What follows belongs to an exercise in optimizing a design on an open flow for small area; a production flow would make more cautious choices.
Only simulation tests tie the RTL to the original design; equivalence was not proved.
No run shown here takes its clock network from TritonCTS; it comes from the design's own scripts or RTL.
No driver is modelled on the clock port, so clock power and skew are understated where the tree is cut down; a real chip needs a root buffer or a tree.
Power and IR drop assume default switching activity.

$ cat design/flow/design.v
`timescale 1ns / 1ps
module parking_system(
  input clk,reset_n,
  input sensor_entrance, sensor_exit,
  input pushbutton_0,input pushbutton_1,
  output [3:0] digit_out,
  output reg GREEN_LED,output reg RED_LED,output reg IDLE_LED
);
localparam [2:0] S_IDLE = 3'b100, S_WP = 3'b011, S_WEP = 3'b111,
                 S_RP = 3'b001, S_REP = 3'b101;
localparam [10:0] G_START = 11'd1912;
localparam [12:0] A_START = 13'd3968;
localparam [10:0] B_START = 11'd1912;
function [10:0] lg;   
  input [10:0] s;
  reg [10:0] v;
  begin
    v = s ^ 11'd682;
    lg = {v[9:0], ~(v[10] ^ v[1])} ^ 11'd682;
  end
endfunction
function [12:0] la;   
  input [12:0] s;
  reg [12:0] v;
  begin
    v = s ^ 13'd2730;
    la = {v[11:0], ~(v[12] ^ v[0] ^ v[1])} ^ 13'd2730;
  end
endfunction
function [10:0] lb;   
  input [10:0] s;
  reg [10:0] v;
  begin
    v = s ^ 11'd682;
    lb = {v[9:0], ~(v[10] ^ v[1])} ^ 11'd682;
  end
endfunction
function [3:0] cstep;
  input [3:0] s;
  cstep = {s[3] ^ (s[2] & s[1] & s[0]), s[2] ^ (s[1] & s[0]), s[1] ^ s[0], ~s[0]};
endfunction
function [1:0] cq5;
  input [3:0] s;
  begin
    case (s)
      4'd0: cq5 = 2'd0;
      4'd1: cq5 = 2'd0;
      4'd2: cq5 = 2'd0;
      4'd3: cq5 = 2'd0;
      4'd4: cq5 = 2'd0;
      4'd5: cq5 = 2'd1;
      4'd6: cq5 = 2'd1;
      4'd7: cq5 = 2'd1;
      4'd8: cq5 = 2'd1;
      4'd9: cq5 = 2'd1;
      4'd10: cq5 = 2'd2;
      4'd11: cq5 = 2'd2;
      4'd12: cq5 = 2'd2;
      4'd13: cq5 = 2'd2;
      4'd14: cq5 = 2'd2;
      4'd15: cq5 = 2'd3;
      default: cq5 = 2'd0;
    endcase
  end
endfunction
reg [2:0] st;
reg [2:0] led_tmp;       
reg [2:0] ncd;           
reg [4:0] sh;
reg old0, old1;
reg [3:0] flag;
reg [3:0] cnt0, cnt1, cnt2, cnt3;
reg [12:0] d0, d1;
reg [10:0] d2, d3;
reg [10:0] gate;
wire is_idle  = ~st[0];
wire is_wait  = st[1];
wire is_right = st[0] & ~st[1];
wire exit_dir = st[2];
wire is_rep   = is_right & exit_dir;
wire first    = is_right & led_tmp[1];    
wire r0 = is_wait & pushbutton_0 & ~old0;
wire r1 = is_wait & pushbutton_1 & ~old1;
wire [3:0] pw = sh[3:0];
wire check = is_wait & sh[4];
wire v0 = pw == 4'b1100;
wire v1 = pw == 4'b1001;
wire v2 = pw == 4'b1010;
wire v3 = pw == 4'b0101;
wire valid = v0 | v1 | v2 | v3;
wire ok = check & valid;
wire [3:0] vs = {v3, v2, v1, v0};
wire gate_end = &{~gate[9], ~gate[8], gate[7], gate[6], gate[5], ~gate[4], ~gate[3], ~gate[1], ~gate[0]};
wire e0 = &{~d0[12], d0[11], d0[10], d0[9], d0[8], d0[7], d0[6], ~d0[5], ~d0[3], ~d0[2], ~d0[1], ~d0[0]};
wire e1 = &{~d1[12], d1[11], d1[10], d1[9], d1[8], d1[7], d1[6], ~d1[5], ~d1[3], ~d1[2], ~d1[1], ~d1[0]};
wire e2 = &{~d2[9], ~d2[8], d2[7], d2[6], d2[5], ~d2[4], ~d2[3], ~d2[1], ~d2[0]};
wire e3 = &{~d3[9], ~d3[8], d3[7], d3[6], d3[5], ~d3[4], ~d3[3], ~d3[1], ~d3[0]};
wire [3:0] tend = {e3, e2, e1, e0};
wire show = is_rep & ~first;
wire [3:0] csel = ({4{v0}} & cnt0) | ({4{v1}} & cnt1) | ({4{v2}} & cnt2) | ({4{v3}} & cnt3);
wire [1:0] q5 = cq5(csel);
assign digit_out = show ? {2'b00, q5} : {1'b0, ncd};
always @(posedge clk) begin
  if (reset_n) begin
    st <= S_IDLE;
    led_tmp <= 3'b000;
    {IDLE_LED, RED_LED, GREEN_LED} <= 3'b000;
    ncd <= 0;
    old0 <= 0; old1 <= 0;
    flag <= 0;
  end else begin
    led_tmp <= st;
    {IDLE_LED, RED_LED, GREEN_LED} <= led_tmp;
    if (is_wait) begin
      old0 <= pushbutton_0;
      old1 <= pushbutton_1;
    end
    if (is_idle) begin
      if (sensor_entrance && !ncd[2]) st <= S_WP;
      else if (sensor_exit && ncd != 0) st <= S_WEP;
    end else if (is_wait) begin
      if (check) st <= valid ? {exit_dir, 2'b01} : S_IDLE;
    end else begin
      if (gate_end) st <= S_IDLE;
    end
    if (first) ncd <= exit_dir ? ncd - 1'b1 : ncd + 1'b1;
    if (ok && v0) flag[0] <= ~exit_dir;
    if (ok && v1) flag[1] <= ~exit_dir;
    if (ok && v2) flag[2] <= ~exit_dir;
    if (ok && v3) flag[3] <= ~exit_dir;
  end
end
always @(posedge clk) begin
  if (is_idle) sh <= 5'b00001;
  else if (is_wait && !sh[4]) begin
    if (r1) sh <= {sh[3:0], 1'b1};
    else if (r0) sh <= {sh[3:0], 1'b0};
  end
  gate <= (is_right && !gate_end) ? lg(gate) : G_START;
  d0 <= (flag[0] && !e0) ? la(d0) : A_START;
  d1 <= (flag[1] && !e1) ? la(d1) : A_START;
  d2 <= (flag[2] && !e2) ? lb(d2) : B_START;
  d3 <= (flag[3] && !e3) ? lb(d3) : B_START;
  if (flag[0]) begin if (e0) cnt0 <= cstep(cnt0); end else if (!(is_rep && v0 && !gate_end)) cnt0 <= 0;
  if (flag[1]) begin if (e1) cnt1 <= cstep(cnt1); end else if (!(is_rep && v1 && !gate_end)) cnt1 <= 0;
  if (flag[2]) begin if (e2) cnt2 <= cstep(cnt2); end else if (!(is_rep && v2 && !gate_end)) cnt2 <= 0;
  if (flag[3]) begin if (e3) cnt3 <= cstep(cnt3); end else if (!(is_rep && v3 && !gate_end)) cnt3 <= 0;
end
endmodule
$ cat design/flow/config.mk
export PLATFORM = sky130hd
export DESIGN_NAME = parking_system
export DESIGN_NICKNAME = parking_system
export VERILOG_FILES = /design/flow/design.v
export SDC_FILE = /design/flow/constraint.sdc
export NUM_CORES = 4
export LEC_CHECK = 0
export CAP_MARGIN = 20
export CORE_MARGIN = 2
export CORE_UTILIZATION = 60
export SLEW_MARGIN = 20
$ cat design/flow/constraint.sdc
create_clock -name core_clock -period 10.0 [get_ports {clk}]
set_input_delay 2.0000 -clock core_clock [delete_from_list [all_inputs] [get_ports {clk}]]
set_output_delay 2.0000 -clock core_clock [all_outputs]
set_load 0.01 [all_outputs]
$ cat design/flow/flow/cts_manual.tcl
set plat $::env(FLOW_HOME)/platforms/sky130hd
read_lef $plat/lef/sky130_fd_sc_hd.tlef
read_lef $plat/lef/sky130_fd_sc_hd_merged.lef
read_liberty $plat/lib/sky130_fd_sc_hd__tt_025C_1v80.lib
read_db $::env(RESULTS)/3_place.odb
read_sdc $::env(RESULTS)/3_place.sdc
source $plat/setRC.tcl
set_dont_use [list sky130_fd_sc_hd__probe_p_8 sky130_fd_sc_hd__probec_p_8 sky130_fd_sc_hd__lpflow_*]

set nx $::env(CTS_NX)
set ny $::env(CTS_NY)
set pl {}
foreach p [get_pins -of_objects [get_nets clk]] {
  if { [get_property $p direction] ne "input" } { continue }
  set inst [[sta::sta_to_db_pin $p] getInst]
  set loc [$inst getLocation]
  lappend pl [list [get_full_name $p] [lindex $loc 0] [lindex $loc 1]]
}
puts "clock sinks: [llength $pl]"
set pl [lsort -integer -index 1 $pl]
set n [llength $pl]
set k 0
for {set i 0} {$i < $nx} {incr i} {
  set col [lrange $pl [expr {$i * $n / $nx}] [expr {($i + 1) * $n / $nx - 1}]]
  set col [lsort -integer -index 2 $col]
  set m [llength $col]
  for {set j 0} {$j < $ny} {incr j} {
    set g [lrange $col [expr {$j * $m / $ny}] [expr {($j + 1) * $m / $ny - 1}]]
    set lp {}
    set sx 0
    set sy 0
    foreach e $g {
      lappend lp [get_pins [lindex $e 0]]
      set sx [expr {$sx + [lindex $e 1]}]
      set sy [expr {$sy + [lindex $e 2]}]
    }
    set cx [expr {$sx / [llength $g] / 1000.0}]
    set cy [expr {$sy / [llength $g] / 1000.0}]
    insert_buffer -buffer_cell $::env(CTS_BUF) -net clk -load_pins $lp \
      -location [list $cx $cy] -buffer_name clkbuf_leaf_$k -net_name clknet_leaf_$k
    puts "group $k: [llength $g] sinks, buffer at $cx $cy"
    incr k
  }
}
foreach net [[ord::get_db_block] getNets] {
  if { [string match clknet_leaf_* [$net getName]] || [$net getName] eq "clk" } {
    $net setSigType CLOCK
  }
}
detailed_placement
check_placement -verbose
set_propagated_clock [all_clocks]
estimate_parasitics -placement
report_clock_skew
report_clock_min_period
report_tns
report_wns
report_worst_slack -min
repair_timing -hold -hold_margin 0.05
report_worst_slack -min
foreach pin [get_pins -of_objects [get_nets clknet_leaf_*]] { report_slews $pin }
write_db $::env(RESULTS)/4_1_cts.odb
write_sdc $::env(RESULTS)/4_cts.sdc
$ cat design/flow/flow/area.abc
&get -n
&deepsyn -T 60
&put
strash
ifraig
dc2
dch -f
amap
$ cat design/flow/standard.sh
#!/bin/bash
# synth_recipe.tcl (not shown) runs the flow's synth.tcl, then flattens the netlist and writes it again
# the make line also repeats each setting of config.mk as NAME=value (left out here)
make -C /OpenROAD-flow-scripts/flow DESIGN_CONFIG=/design/flow/config.mk WORK_HOME=/design/flow/orfs CLKGATE_MAP_FILE= SYNTH_SCRIPT=/design/flow/synth_recipe.tcl "${@:-finish}"
$ cat design/flow/flow/synth_area.tcl
# synth_recipe.tcl with one change: the final abc technology mapping uses the
# area-oriented script flow/area.abc instead of ORFS's speed script. Every
# other step (and so every register, its name and its cell) is the same.
proc synth {args} { yosys synth -nofsm -noshare {*}$args }
proc abc {args} {
  set i [lsearch -exact $args -script]
  if { $i >= 0 } { lset args [expr {$i + 1}] $::env(AREA_ABC_SCRIPT) }
  yosys abc {*}$args
}
source $::env(SCRIPTS_DIR)/synth.tcl
# left out here: clear keep_hierarchy, flatten, clean up, hide names made inside functions, write 1_2_yosys.v
$ cat design/flow/flow/run.sh
#!/bin/bash
# The standard layout (standard.sh) with these changes:
# * synthesis is synth_recipe.tcl with an area-oriented abc script
#   (flow/synth_area.tcl, flow/area.abc); registers are untouched;
# * the port buffers are the smallest buffer (buf_1);
# * the clock tree is made by flow/cts_manual.tcl: four buffers, each
#   driving the flip-flops of one quarter of the layout, fed by the clock port.
# Each tool's output goes to a log file in this folder.
set -euo pipefail
W=$(pwd)
R=$W/orfs/results/sky130hd/parking_system/base
export AREA_ABC_SCRIPT=$W/flow/area.abc
export BUFFER_PORTS_ARGS="-buffer_cell sky130_fd_sc_hd__buf_1"
# synthesis: standard.sh's own make command, with our synthesis script
grep '^make ' standard.sh \
  | sed -e "s#SYNTH_SCRIPT=[^ ]*#SYNTH_SCRIPT=$W/flow/synth_area.tcl#" \
        -e 's#"${@:-finish}"#synth#' > synth_cmd.sh
bash synth_cmd.sh > synth.log 2>&1
# floorplan and placement, standard
bash standard.sh place > place.log 2>&1
# clock tree
RESULTS=$R CTS_NX=2 CTS_NY=2 CTS_BUF=sky130_fd_sc_hd__buf_12 \
  openroad -no_init -exit $W/flow/cts_manual.tcl > cts.log 2>&1
cp cts.log $W/orfs/logs/sky130hd/parking_system/base/4_1_cts.log
# routing and the rest, standard
bash standard.sh finish > finish.log 2>&1
==> impl_metrics.toml, run 1 <==
[run_status]
outcome = "no timing/DRC/antenna violations"

[route]
viasPerCell = 5.61
wirelength_mm = 5.64
vias = 2339
drc = 0
wl_per_cell_um = 13.5
detail-route-antenna-nets = 0
drt_pre_antenna_iters = 4
drtIter0Drc = 127

[layout]
final_common_cell = "dfxtp_1"
n_antenna_cell = 0
syn_to_final_growth_pct = 6.11
nets = 358
final_cell_mix = "dfxtp_1, nor2_1, nand2_1"
layout-drive-gt1-share = 0.0116
fillers = 439

[floorplan]
io_pins = 13
die_w_um = 78.6
core_um2 = 5440
fp.dieH_um = 78.6
start_util = 0.614
row_count = 27
die_area_um2 = 6170

[timing]
layout_min_cycle_time_ps = 4660
rsz0062_at_grt = "no"
timing.final.crit_share = 0.466
fmax_mhz = 215
fin_skew_ps = 5.95
slew_headroom = 0.370
hold_viol_final = 0
setup_violations = 0
slew_violations = 0
tns_ps = 0
tightest_slew_ps = 937

[grt]
overflow = 0
grt_start_max_net_pins = 26
grt_pass1_vias = 2221
grt_pass1_wl_mm = 9.85
antenna_found_initial = 0
grt_use_total = 0.191

[synthesis]
yosysUniqueCellTypes = 33
yosys_warnings = 1
synth_top_flop_cell = "dfxtp_1"
syn_inst = 331
netlist_area_um2 = 3340
synth_area_leader_cell = "dfxtp_1"
synth_fp_nets = 342
postSynthAreaPerCell_um2 = 10.1
synth_top_area_frac = 0.492
synth-edff-count = 16
postSynth.asyncResetShare = 0
ys_seq_area_frac = 0.636
synth_area_leaders = "dfxtp_1, edfxtp_1, nor2_1"
synth_seq_cells = 98

[cts]
cts.clk_slew.worst_paths_ps = 90
postCtsHoldBufs = 0
clk_latency_ps = 130

[run]
drv_cap = 0

[setup_path]
worst-endpoint-required_ps = 8000
critPathCaptureType = "output port"
cp-start-kind = "flop"
arrival_ps = 2660
critPathMaxFanout = 6
crit_type = "reg2out"

[min_path]
hold_path.class = "reg2reg"

[power]
p_per_area_nw_per_um2 = 178
ir_worst_vdd_v = 0.000143
leakage_nw = 1.31
power_uw = 630

[place]
dp.final_hpwl_mm = 4.22
port_buffers = 11
place_congestion = 0.768
==> layer usage <==
layer	up-vias	GRT usage	part of all wire
met3	6	0.0172	0.032
met5	-	0	0
li1	1189	-	-
met4	0	0.0368	0.0091
met1	1103	0.270	0.49
met2	41	0.324	0.47
==> cell usage after synthesis, types with 4 or more instances <==
| master | instances |
|---|---|
| dfxtp_1 | 82 |
| nor2_1 | 52 |
| nand2_1 | 39 |
| clkinv_1 | 33 |
| edfxtp_1 | 16 |
| o21ai_0 | 13 |
| nand3_1 | 12 |
| a21oi_1 | 11 |
| a211oi_1 | 10 |
| a31oi_1 | 7 |
| nor2b_1 | 6 |
| nor3_1 | 5 |
| nor4b_1 | 5 |
| o22ai_1 | 5 |
| ha_1 | 4 |
| nor4_1 | 4 |
==> layout make-up <==
cell class,count,area [µm²],share of cell area
inverter,33,124,0.0350
multi-input combinational,199,1080,0.306
tap,72,90.1,0.0254
sequential,98,2120,0.599
clock buffer,4,80.1,0.0226
timing repair buffer,11,41.3,0.0117
==> through the flow <==
stage	cell area (µm²)	cells	hold WS (ps)	utilization	setup slack [ps]
5_1_grt	3540	417	391	0.651	5110
3_3_place_gp	3460	413	348	0.636	5630
2_1_floorplan	3340	331	343	-	6000
3_5_place_dp	3460	413	355	0.636	5510
6_report	3540	417	371	0.651	5340
==> path summary, 6_finish.rpt <==
check | startpoint | endpoint | slack, ps | cells after the start
max reg2reg | d2[1] | cnt2[0] | 7490 | 5
max | sh[2] | digit_out[0] | 5340 | 9
min reg2reg | d2[2] | d2[3] | 370 | 1
min | d2[2] | d2[3] | 370 | 1
==> state kept, by name, indices dropped and copies added, names as in the netlist, 5 cells and up <==
signal	count
d0	13
d1	13
d2	11
d3	11
gate	11
sh	5
==> worst max-delay path: stages, from the launching register on <==
cell and delay (ps):
dfxtp_1 360, clkinv_1 130, nor4_1 820, a222oi_1 250, o21ai_0 200, nand2_1 110, o21ai_0 240, a31o_1 160
o21a_1 120, buf_1 140
==> power breakdown <==
group / internal, mW / total [mW] / switching [mW]
Combinational: 0.0150 / 0.0446 / 0.0296
Clock: 0.0651 / 0.156 / 0.0908
Sequential: 0.417 / 0.429 / 0.0125
Total: 0.497 / 0.630 / 0.133
==> cells by family after synthesis <==
group | synth area share
AO/OA/AOI/OAI | 0.133
adder cells (fa/ha/maj) | 0.0210
buffers and inverters | 0.0394
flip-flops | 0.636
other | 0.00112
AND/OR/NAND/NOR | 0.169
==> run 2: changes to the inputs <==
--- a/design/flow/design.v
+++ b/design/flow/design.v
@@ -9,5 +9,5 @@
 localparam [2:0] S_IDLE = 3'b100, S_WP = 3'b011, S_WEP = 3'b111,
                  S_RP = 3'b001, S_REP = 3'b101;
-localparam [10:0] G_START = 11'd1912;
+localparam [10:0] G_START = 11'd1505;
 localparam [12:0] A_START = 13'd3968;
 localparam [10:0] B_START = 11'd1912;
@@ -67,5 +67,4 @@
 reg [2:0] led_tmp;       
 reg [2:0] ncd;           
-reg [4:0] sh;
 reg old0, old1;
 reg [3:0] flag;
@@ -82,6 +81,6 @@
 wire r0 = is_wait & pushbutton_0 & ~old0;
 wire r1 = is_wait & pushbutton_1 & ~old1;
-wire [3:0] pw = sh[3:0];
-wire check = is_wait & sh[4];
+wire [3:0] pw = gate[3:0];
+wire check = is_wait & gate[4];
 wire v0 = pw == 4'b1100;
 wire v1 = pw == 4'b1001;
@@ -91,5 +90,5 @@
 wire ok = check & valid;
 wire [3:0] vs = {v3, v2, v1, v0};
-wire gate_end = &{~gate[9], ~gate[8], gate[7], gate[6], gate[5], ~gate[4], ~gate[3], ~gate[1], ~gate[0]};
+wire gate_end = &{~gate[10], gate[9], gate[8], gate[7], ~gate[6], ~gate[5], ~gate[3], ~gate[2], ~gate[0]};
 wire e0 = &{~d0[12], d0[11], d0[10], d0[9], d0[8], d0[7], d0[6], ~d0[5], ~d0[3], ~d0[2], ~d0[1], ~d0[0]};
 wire e1 = &{~d1[12], d1[11], d1[10], d1[9], d1[8], d1[7], d1[6], ~d1[5], ~d1[3], ~d1[2], ~d1[1], ~d1[0]};
@@ -98,5 +97,5 @@
 wire [3:0] tend = {e3, e2, e1, e0};
 wire show = is_rep & ~first;
-wire [3:0] csel = ({4{v0}} & cnt0) | ({4{v1}} & cnt1) | ({4{v2}} & cnt2) | ({4{v3}} & cnt3);
+wire [3:0] csel = ({4{~flag[0]}} & cnt0) | ({4{~flag[1]}} & cnt1) | ({4{~flag[2]}} & cnt2) | ({4{~flag[3]}} & cnt3);
 wire [1:0] q5 = cq5(csel);
 assign digit_out = show ? {2'b00, q5} : {1'b0, ncd};
@@ -132,18 +131,15 @@
 end
 always @(posedge clk) begin
-  if (is_idle) sh <= 5'b00001;
-  else if (is_wait && !sh[4]) begin
-    if (r1) sh <= {sh[3:0], 1'b1};
-    else if (r0) sh <= {sh[3:0], 1'b0};
-  end
-  gate <= (is_right && !gate_end) ? lg(gate) : G_START;
+  if (is_right && !gate_end) gate <= lg(gate);
+  else if (check || !is_wait) gate <= G_START;
+  else gate <= {G_START[10:5], r1 ? {gate[3:0], 1'b1} : r0 ? {gate[3:0], 1'b0} : gate[4:0]};
   d0 <= (flag[0] && !e0) ? la(d0) : A_START;
   d1 <= (flag[1] && !e1) ? la(d1) : A_START;
   d2 <= (flag[2] && !e2) ? lb(d2) : B_START;
   d3 <= (flag[3] && !e3) ? lb(d3) : B_START;
-  if (flag[0]) begin if (e0) cnt0 <= cstep(cnt0); end else if (!(is_rep && v0 && !gate_end)) cnt0 <= 0;
-  if (flag[1]) begin if (e1) cnt1 <= cstep(cnt1); end else if (!(is_rep && v1 && !gate_end)) cnt1 <= 0;
-  if (flag[2]) begin if (e2) cnt2 <= cstep(cnt2); end else if (!(is_rep && v2 && !gate_end)) cnt2 <= 0;
-  if (flag[3]) begin if (e3) cnt3 <= cstep(cnt3); end else if (!(is_rep && v3 && !gate_end)) cnt3 <= 0;
+  if (flag[0]) begin if (e0) cnt0 <= cstep(cnt0); end else if (!(is_rep && !gate_end)) cnt0 <= 0;
+  if (flag[1]) begin if (e1) cnt1 <= cstep(cnt1); end else if (!(is_rep && !gate_end)) cnt1 <= 0;
+  if (flag[2]) begin if (e2) cnt2 <= cstep(cnt2); end else if (!(is_rep && !gate_end)) cnt2 <= 0;
+  if (flag[3]) begin if (e3) cnt3 <= cstep(cnt3); end else if (!(is_rep && !gate_end)) cnt3 <= 0;
 end
 endmodule
==> run 2 against run 1 <==
  * Still clean on timing, DRC and antenna
  * Worst setup slack improved by 540 ps
  * Total power increased by 20%
  * Register-to-register slack about the same
  * Final cell count decreased by 2.6%
  * Critical path depth decreased by 1
  * Critical path type unchanged
  * Largest power group unchanged
==> impl_metrics.toml, run 2 <==
[floorplan]
row_count = 26
core_um2 = 5170
fp.dieH_um = 77.6
die_area_um2 = 6020
die_w_um = 77.6
start_util = 0.629
io_pins = 13

[layout]
nets = 349
layout-drive-gt1-share = 0.0119
n_antenna_cell = 0
syn_to_final_growth_pct = 6.19
final_cell_mix = "dfxtp_1, nor2_1, nand2_1"
fin_area_um2 = 3450
final_common_cell = "dfxtp_1"
top_regs = "d0 x13, d1 x13"
fillers = 407

[setup_path]
arrival_ps = 2120
critPathCaptureType = "output port"
worst-endpoint-required_ps = 8000
crit_type = "reg2out"
cp-start-kind = "flop"
cp_slowest_stage_delay_ps = 400
crit_slowest_cell = "dfxtp_1"
critPathMaxFanout = 9
worstPathCellList = "clkinv_1, a22o_1, a221oi_1, nand2_1, o21ai_0, a31o_1, o21a_1, buf_1"

[grt]
grt_pass1_wl_mm = 9.23
antenna_found_initial = 0
grt_use_total = 0.181
grt_use_met1 = 0.262
overflow = 0
use_met3 = 0.0151
grt_pass1_vias = 2085
grt_start_max_net_pins = 25
top_usage_layer = "met2"
met2_usage = 0.305

[route]
drc = 0
detail-route-antenna-nets = 0
wirelength_mm = 5.32
drtIter0Drc = 138
wl_per_cell_um = 13.1
drt_pre_antenna_iters = 5
viasPerCell = 5.50
vias = 2231

[timing]
tns_ps = 0
slew_violations = 0
rsz0062_at_grt = "no"
fmax_mhz = 243
timing.final.crit_share = 0.412
fin_skew_ps = 10.3
setup_ws_ps = 5880
tightest_slew_ps = 734
slew_headroom = 0.511
hold_viol_final = 0
layout_min_cycle_time_ps = 4120
setup_violations = 0

[synthesis]
synth_top_area_frac = 0.443
synth.top_cells.by_count = "dfxtp_1, nor2_1, nand2_1, clkinv_1, edfxtp_1"
postSynth.asyncResetShare = 0
synth_seq_cells = 93
synth-edff-count = 21
synth_fp_nets = 333
postSynthAreaPerCell_um2 = 10.1
ys_seq_area_frac = 0.637
yosys_warnings = 1
yosysMostFrequentCell = "dfxtp_1"
syn_inst = 322
synth_area_leader_cell = "dfxtp_1"
synth_area_leaders = "dfxtp_1, edfxtp_1, nor2_1"
netlist_area_um2 = 3250
synth_top_flop_cell = "dfxtp_1"
yosysUniqueCellTypes = 34

[cts]
postCtsHoldBufs = 0
cts.clk_slew.worst_paths_ps = 90
clk_latency_ps = 130

[power]
power_uw = 754
p_per_area_nw_per_um2 = 218
leakage_nw = 1.26
ir_worst_vdd_v = 0.000157

[place]
port_buffers = 11
place_congestion = 0.772
pre_cts_ws_ps = 6060
placed_area_um2 = 3370
dp.final_hpwl_mm = 3.97

[run_status]
outcome = "no timing/DRC/antenna violations"

[run]
drv_cap = 0

[min_path]
hold_path.class = "reg2reg"
## run 2: through the flow
stage,util,instances,hold WS [ps]
3_5_place_dp,0.652,402,358
5_1_grt,0.668,406,387
3_3_place_gp,0.652,402,344
2_1_floorplan,-,322,343
6_report,0.668,406,375
## run 2: kinds of logic after synthesis
logic type,count (synthesis),synth area share
adder cells (fa/ha/maj),5,0.0215
flip-flops,93,0.637
AO/OA/AOI/OAI,66,0.135
AND/OR/NAND/NOR,128,0.170
other,1,0.00115
buffers and inverters,29,0.0346
## run 2: worst paths after layout
check | endpoint | start | slack, ps | cells past startpoint
setup / recovery | digit_out[0] | flag[3] | 5880 | 8
hold / removal | d3[3] | d3[2] | 380 | 1
setup reg to reg | cnt3[1] | d3[1] | 7480 | 5
hold reg to reg | d3[3] | d3[2] | 380 | 1
## run 2: routing by layer
metal  routed length (µm)  share of wire  up-vias
li1                     -              -     1169
met1                 2610           0.49     1031
met2                 2530           0.47       23
met3                  117          0.022        8
met4                   72          0.014        0
met5                    0              0        -
## run 2: critical path, delay by kind of cell, from the launching register on
family / cells / cell delay (ps)
AO/OA/AOI/OAI: 5 / 1070
buffers and inverters: 2 / 420
flip-flops: 1 / 400
AND/OR/NAND/NOR: 1 / 120
## run 2: area by class of cell
type	count	area, µm²	area share
flip-flops and latches	93	2070	0.600
multi-input cells	200	1070	0.309
inverters	28	105	0.0304
well taps	70	87.6	0.0254
clock buffers	4	80.1	0.0232
repair buffers	11	41.3	0.0120
## run 2: power by group
group / switching, mW / internal, mW / total (mW)
Clock: 0.0888 / 0.0651 / 0.154
Combinational: 0.0768 / 0.0458 / 0.123
Sequential: 0.0394 / 0.438 / 0.477
==> run 3: changes to the inputs <==
--- a/design/flow/flow/run.sh
+++ b/design/flow/flow/run.sh
@@ -20,5 +20,5 @@
 bash standard.sh place > place.log 2>&1
 # clock tree
-RESULTS=$R CTS_NX=2 CTS_NY=2 CTS_BUF=sky130_fd_sc_hd__buf_12 \
+RESULTS=$R CTS_NX=2 CTS_NY=2 CTS_BUF=sky130_fd_sc_hd__buf_8 \
   openroad -no_init -exit $W/flow/cts_manual.tcl > cts.log 2>&1
 cp cts.log $W/orfs/logs/sky130hd/parking_system/base/4_1_cts.log
--- a/design/flow/config.mk
+++ b/design/flow/config.mk
@@ -8,4 +8,4 @@
 export CAP_MARGIN = 20
 export CORE_MARGIN = 2
-export CORE_UTILIZATION = 60
+export CORE_UTILIZATION = 70
 export SLEW_MARGIN = 20
==> run 3 against run 2 <==
  * Clock skew is 1.8 ps higher
  * Register-to-register slack worse by 20 ps
  * Utilization is 11 points higher
  * Combinational power hardly changed
  * Final cell count is 4.7% lower
  * Non-clock buffer count stayed put
  * Synthesized cell count is 0.31% lower
  * Sequential cell count stayed put
  * Worst hold slack worse by 0.82 ps
  * Sequential power hardly changed
  * Design area is 0.98% lower
  * Critical path depth is 1 lower
  * Critical endpoint is now digit_out[1]
  * Largest cell class unchanged
  * Largest power group unchanged
  * Highest routed layer unchanged
==> impl_metrics.toml, run 3 <==
[synthesis]
synth.top_cells.by_count = "dfxtp_1, nor2_1, nand2_1, clkinv_1, edfxtp_1"
yosys_warnings = 1
synth_top_family_by_area = "simple AND/OR/NAND/NOR gates"
syn_inst = 321
synth_top_flop_cell = "dfxtp_1"
synth-edff-count = 21
yosysMostFrequentCell = "dfxtp_1"
synth-simple-area-share = 0.170
synthAdderAreaFrac = 0.0215
postSynthAreaPerCell_um2 = 10.2
muxShareOfSynthArea = 0
synth_area_leaders = "dfxtp_1, edfxtp_1, nor2_1"
postSynth.asyncResetShare = 0
synth_fp_nets = 332
netlist_area_um2 = 3260
ys_seq_area_frac = 0.635
yosysUniqueCellTypes = 37
synth_top_area_frac = 0.442
synth_seq_cells = 93
synth-xor-area-share = 0
synth_compound_area_frac = 0.134
synth_area_leader_cell = "dfxtp_1"

[timing]
tns_ps = 0
layout_min_cycle_time_ps = 4020
rsz0062_at_grt = "no"
tightest_slew_ps = 767
fin_skew_ps = 12.2
timing.final.crit_share = 0.402
fmax_mhz = 249
slew_headroom = 0.487
hold_viol_final = 0
setup_violations = 0
slew_violations = 0

[min_path]
hold_path.class = "reg2reg"
hp-start = "d3[2]"

[layout]
fillers = 314
final_common_cell = "dfxtp_1"
n_antenna_cell = 0
syn_to_final_growth_pct = 4.87
final_cell_mix = "dfxtp_1, nor2_1, nand2_1"
postLayoutCoreUtil = 0.775
layout-drive-gt1-share = 0.0119
nets = 348
top_regs = "d0 x13, d1 x13"

[place]
dp.final_hpwl_mm = 4.15
place_congestion = 0.885
port_buffers = 11

[setup_path]
worst-endpoint-required_ps = 8000
cp-start-kind = "flop"
r2r-end = "cnt3[2]"
crit_end = "digit_out[1]"
cp_slowest_stage_delay_ps = 390
rrSetupSlack_ps = 7460
crit_type = "reg2out"
cp.depth = 7
worstRegToRegCells = 5
cp-startpoint = "flag[2]"
arrival_ps = 2020
crit_slowest_cell = "dfxtp_1"
worstPathCellList = "clkinv_1, a222oi_1, o21ai_0, nand2_1, o21ai_0, o22ai_1, buf_1"
crit_path_frequent_cell = "o21ai_0"
crit_family = "compound AO/OA/AOI/OAI gates"
critPathCaptureType = "output port"
path_buf_inv = 2
critPathMaxFanout = 10
rr_startpoint = "d3[1]"

[route]
drc = 0
vias = 2281
detail-route-antenna-nets = 0
wirelength_mm = 5.57
drt_pre_antenna_iters = 4
viasPerCell = 5.89
wl_per_cell_um = 14.4
drtIter0Drc = 163

[cts]
cts.clk_slew.worst_paths_ps = 110
postCtsHoldBufs = 0
clk_latency_ps = 150

[floorplan]
core_um2 = 4410
io_pins = 13
die_w_um = 72.3
die_area_um2 = 5220
fp.dieH_um = 72.3
start_util = 0.739
row_count = 24

[run_status]
outcome = "no timing/DRC/antenna violations"

[power]
ir_worst_vdd_v = 0.000171
leakage_nw = 1.25
p_per_area_nw_per_um2 = 214

[grt]
grt_pass1_wl_mm = 9.69
grt_pass1_vias = 2243
antenna_found_initial = 0
grt_start_max_net_pins = 25
overflow = 0
grt_use_total = 0.225

[run]
drv_cap = 0
[run 3: final cells by class]
type	count	area (µm²)	area share
Timing Repair Buffer	11	41.3	0.0121
Sequential cell	93	2070	0.606
Inverter	31	116	0.0340
Clock buffer	4	60.1	0.0176
Multi-Input combinational cell	196	1060	0.311
Tap cell	52	65.1	0.0190
[run 3: cell families (layout without fill, tap and decap cells)]
group / count (synthesis) / after routing
adder cells (fa/ha/maj): 5 / 5
AO/OA/AOI/OAI: 63 / 63
other: 1 / 1
AND/OR/NAND/NOR: 127 / 127
buffers and inverters: 32 / 46
flip-flops: 93 / 93
[run 3: metal layers]
metal  track usage  share of wire
met5             0              0
met4        0.0482          0.022
met3        0.0208          0.047
met2         0.398           0.46
met1         0.302           0.47
[run 3: worst min path at each step]
stage | cells after the start | slack, ps | end
after floorplan | 1 | 340 | d2[3]
after global placement | 1 | 350 | d2[3]
after detailed placement | 1 | 350 | d3[3]
after global routing | 1 | 400 | d0[7]
final | 1 | 370 | d3[3]
[run 3: per-stage QoR]
| stage | power, mW | hold WS (ps) | instance area, µm² | setup WS (ps) | instances |
|---|---|---|---|---|---|
| floorplan | 0.566 | 343 | 3260 | 6510 | 321 |
| global placement | 0.597 | 346 | 3360 | 6260 | 383 |
| detailed placement | 0.605 | 351 | 3360 | 6190 | 383 |
| global route | 0.770 | 400 | 3420 | 5710 | 387 |
| finish | 0.731 | 374 | 3420 | 5980 | 387 |
[run 3: where the power goes]
group / total (mW) / switching [mW] / internal [mW]
logic: 0.123 / 0.0772 / 0.0456
registers: 0.476 / 0.0405 / 0.436
clock network: 0.132 / 0.0861 / 0.0460
total: 0.731 / 0.204 / 0.527
==> run 4: changes to the inputs <==
--- a/design/flow/config.mk
+++ b/design/flow/config.mk
@@ -8,4 +8,4 @@
 export CAP_MARGIN = 20
 export CORE_MARGIN = 2
-export CORE_UTILIZATION = 70
+export CORE_UTILIZATION = 80
 export SLEW_MARGIN = 20
==> run 4 against run 3 <==
  * Register-to-register slack got worse by 110 ps
  * Highest routed layer unchanged
  * Synthesized cell count unchanged
  * Non-clock buffer count unchanged
  * First-iteration DRC count rose by 15%
  * Fmax down 2.3%
  * Worst setup slack got worse by 94 ps
  * Combinational power up 5%
  * Sequential power barely moved
  * Global-route usage rose by 6.3 points
  * Worst hold slack is essentially flat
  * Utilization grew 8.6 points
==> impl_metrics.toml, run 4 <==
[synthesis]
yosysUniqueCellTypes = 37
synth-simple-area-share = 0.170
synth_fp_nets = 332
synth_area_leader_cell = "dfxtp_1"
synth.top_cells.by_count = "dfxtp_1, nor2_1, nand2_1, clkinv_1, edfxtp_1"
netlist_area_um2 = 3260
syn_inst = 321
synth-xor-area-share = 0
synth_seq_cells = 93
postSynth.asyncResetShare = 0
synth_top_area_frac = 0.442
synth_top_flop_cell = "dfxtp_1"
synth_area_leaders = "dfxtp_1, edfxtp_1, nor2_1"
postSynthAreaPerCell_um2 = 10.2
synth_top_family_by_area = "simple AND/OR/NAND/NOR gates"
synth_compound_area_frac = 0.134
synthAdderAreaFrac = 0.0215
synth-edff-count = 21
muxShareOfSynthArea = 0
yosys_warnings = 1
yosysMostFrequentCell = "dfxtp_1"
ys_seq_area_frac = 0.635

[grt]
grt_pass1_vias = 2216
antenna_found_initial = 0
overflow = 0
grt_use_total = 0.287
grt_start_max_net_pins = 25
use_met3 = 0.0263
grt_use_met1 = 0.382
met2_usage = 0.527
grt_pass1_wl_mm = 10.1
top_usage_layer = "met2"

[timing]
slew_violations = 0
setup_violations = 0
layout_min_cycle_time_ps = 4110
hold_viol_final = 0
fin_skew_ps = 6.01
slew_headroom = 0.487
timing.final.crit_share = 0.411
rsz0062_at_grt = "no"
tightest_slew_ps = 760
tns_ps = 0
fmax_mhz = 243

[power]
leakage_nw = 1.25
power.internal_uw = 528
switching_power_uw = 209
p_per_area_nw_per_um2 = 216
clkPwrFrac = 0.177
swShare = 0.284
ir_worst_vdd_v = 0.000202
combPwrFrac = 0.175
power_uw = 737
pwr-share-seq = 0.648

[min_path]
hold_depth = 1
hp-start = "d2[2]"
hold_path.class = "reg2reg"
min_to = "d2[3]"

[layout]
final_common_cell = "dfxtp_1"
fin_area_um2 = 3420
multi_input_area_um2 = 1060
layout-drive-gt1-share = 0.0119
syn_to_final_growth_pct = 4.80
final_cells = 385
top_regs = "d0 x13, d1 x13"
n_antenna_cell = 0
fillers = 232
final_cell_mix = "dfxtp_1, nor2_1, nand2_1"
nets = 348
ff_latch_area_um2 = 2070

[route]
drc = 0
wl_per_cell_um = 16.3
drt_pre_antenna_iters = 5
wirelength_mm = 6.26
detail-route-antenna-nets = 0
vias = 2352
viasPerCell = 6.11
drtIter0Drc = 188

[cts]
cts.clk_slew.worst_paths_ps = 110
clk_latency_ps = 140
postCtsHoldBufs = 0

[place]
placed_area_um2 = 3360
place_congestion = 0.924
dp.cells = 381
port_buffers = 11
dp.final_hpwl_mm = 4.59

[setup_path]
cp-start-kind = "flop"
arrival_ps = 2110
worst-endpoint-required_ps = 8000
r2r-end = "cnt3[2]"
crit_type = "reg2out"
rr_startpoint = "d3[1]"
critPathMaxFanout = 10
critPathCaptureType = "output port"
rrSetupSlack_ps = 7350
worstRegToRegCells = 5

[floorplan]
core_um2 = 3970
die_area_um2 = 4600
row_count = 23
die_w_um = 67.8
start_util = 0.821
io_pins = 13
fp.dieH_um = 67.8

[run]
drv_cap = 0

[run_status]
outcome = "no timing/DRC/antenna violations"
## run 4: cell counts in the layout (fill, tap and decap cells not counted)
No cell type changed its count.
## run 4: worst max path at each step
stage	from	to	cells after the start
after detailed placement	flag[2]	digit_out[0]	7
final	flag[2]	digit_out[0]	7
after floorplan	flag[3]	digit_out[0]	5
after global placement	flag[3]	digit_out[0]	6
after global routing	st[2]	digit_out[1]	5
## run 4: power by group through the flow
stage	Clock (mW)	Sequential, mW	Combinational, mW
after floorplan	0	0.472	0.0941
after global placement	0	0.481	0.113
after detailed placement	0	0.485	0.125
after global routing	0.140	0.484	0.143
final	0.131	0.478	0.129
## run 4: logic make-up after synthesis
logic type | after synthesis
AO/OA/AOI/OAI | 63
buffers and inverters | 32
flip-flops | 93
AND/OR/NAND/NOR | 127
other | 1
adder cells (fa/ha/maj) | 5
## run 4: area by class of cell
type	instances	share of cell area
clock buffer	4	0.0176
inverter	31	0.0341
multi-input combinational	196	0.312
sequential	93	0.606
tap	50	0.0183
timing repair buffer	11	0.0121
## run 4: through the flow
step | hold slack, ps | setup WS (ps) | utilization
after floorplan | 343 | 6510 | -
after global placement | 346 | 6270 | 0.845
after detailed placement | 349 | 6100 | 0.845
after global routing | 397 | 5710 | 0.860
final | 375 | 5890 | 0.860
## run 4: metal layers
metal,share of wire,up-vias
met5,0,-
li1,-,1159
met1,0.42,1096
met3,0.057,9
met4,0.017,0
met2,0.51,88
## run 4: worst max-delay path: stages, from the launching register on
cell and delay (ps):
dfxtp_1 410, clkinv_1 280, a222oi_1 400, o21ai_0 210
nor2_1 200, o311a_1 180, o22a_1 130, buf_1 160

[separate check: timing with driven ports]
In the flow no input, the clock included, has a driving cell. The finished layouts below were timed again as built, in two steps.
Step 1, drivers: a clkbuf_16 drives clk and a buf_2 each remaining input, both assumed.
Step 2, shift: input delay + t, output delay - t, t = (earliest + latest rising clock arrival at the registers) / 2. This alone moves slack from input paths to output paths.
Slacks: ideal ports / drivers / drivers and shift; pairs: ideal ports / drivers.
run	shift t [ns]	setup WS [ns]	slew at the worst register clock pin (ns)
run 1	0.205	5.344 / 5.265 / 5.470	0.09 / 0.09
run 2	0.204	5.881 / 5.802 / 6.005	0.09 / 0.09
run 3	0.211	5.984 / 5.912 / 6.123	0.12 / 0.12
run 4	0.208	5.891 / 5.818 / 6.026	0.12 / 0.11
After both steps setup and hold are still met in every run listed.
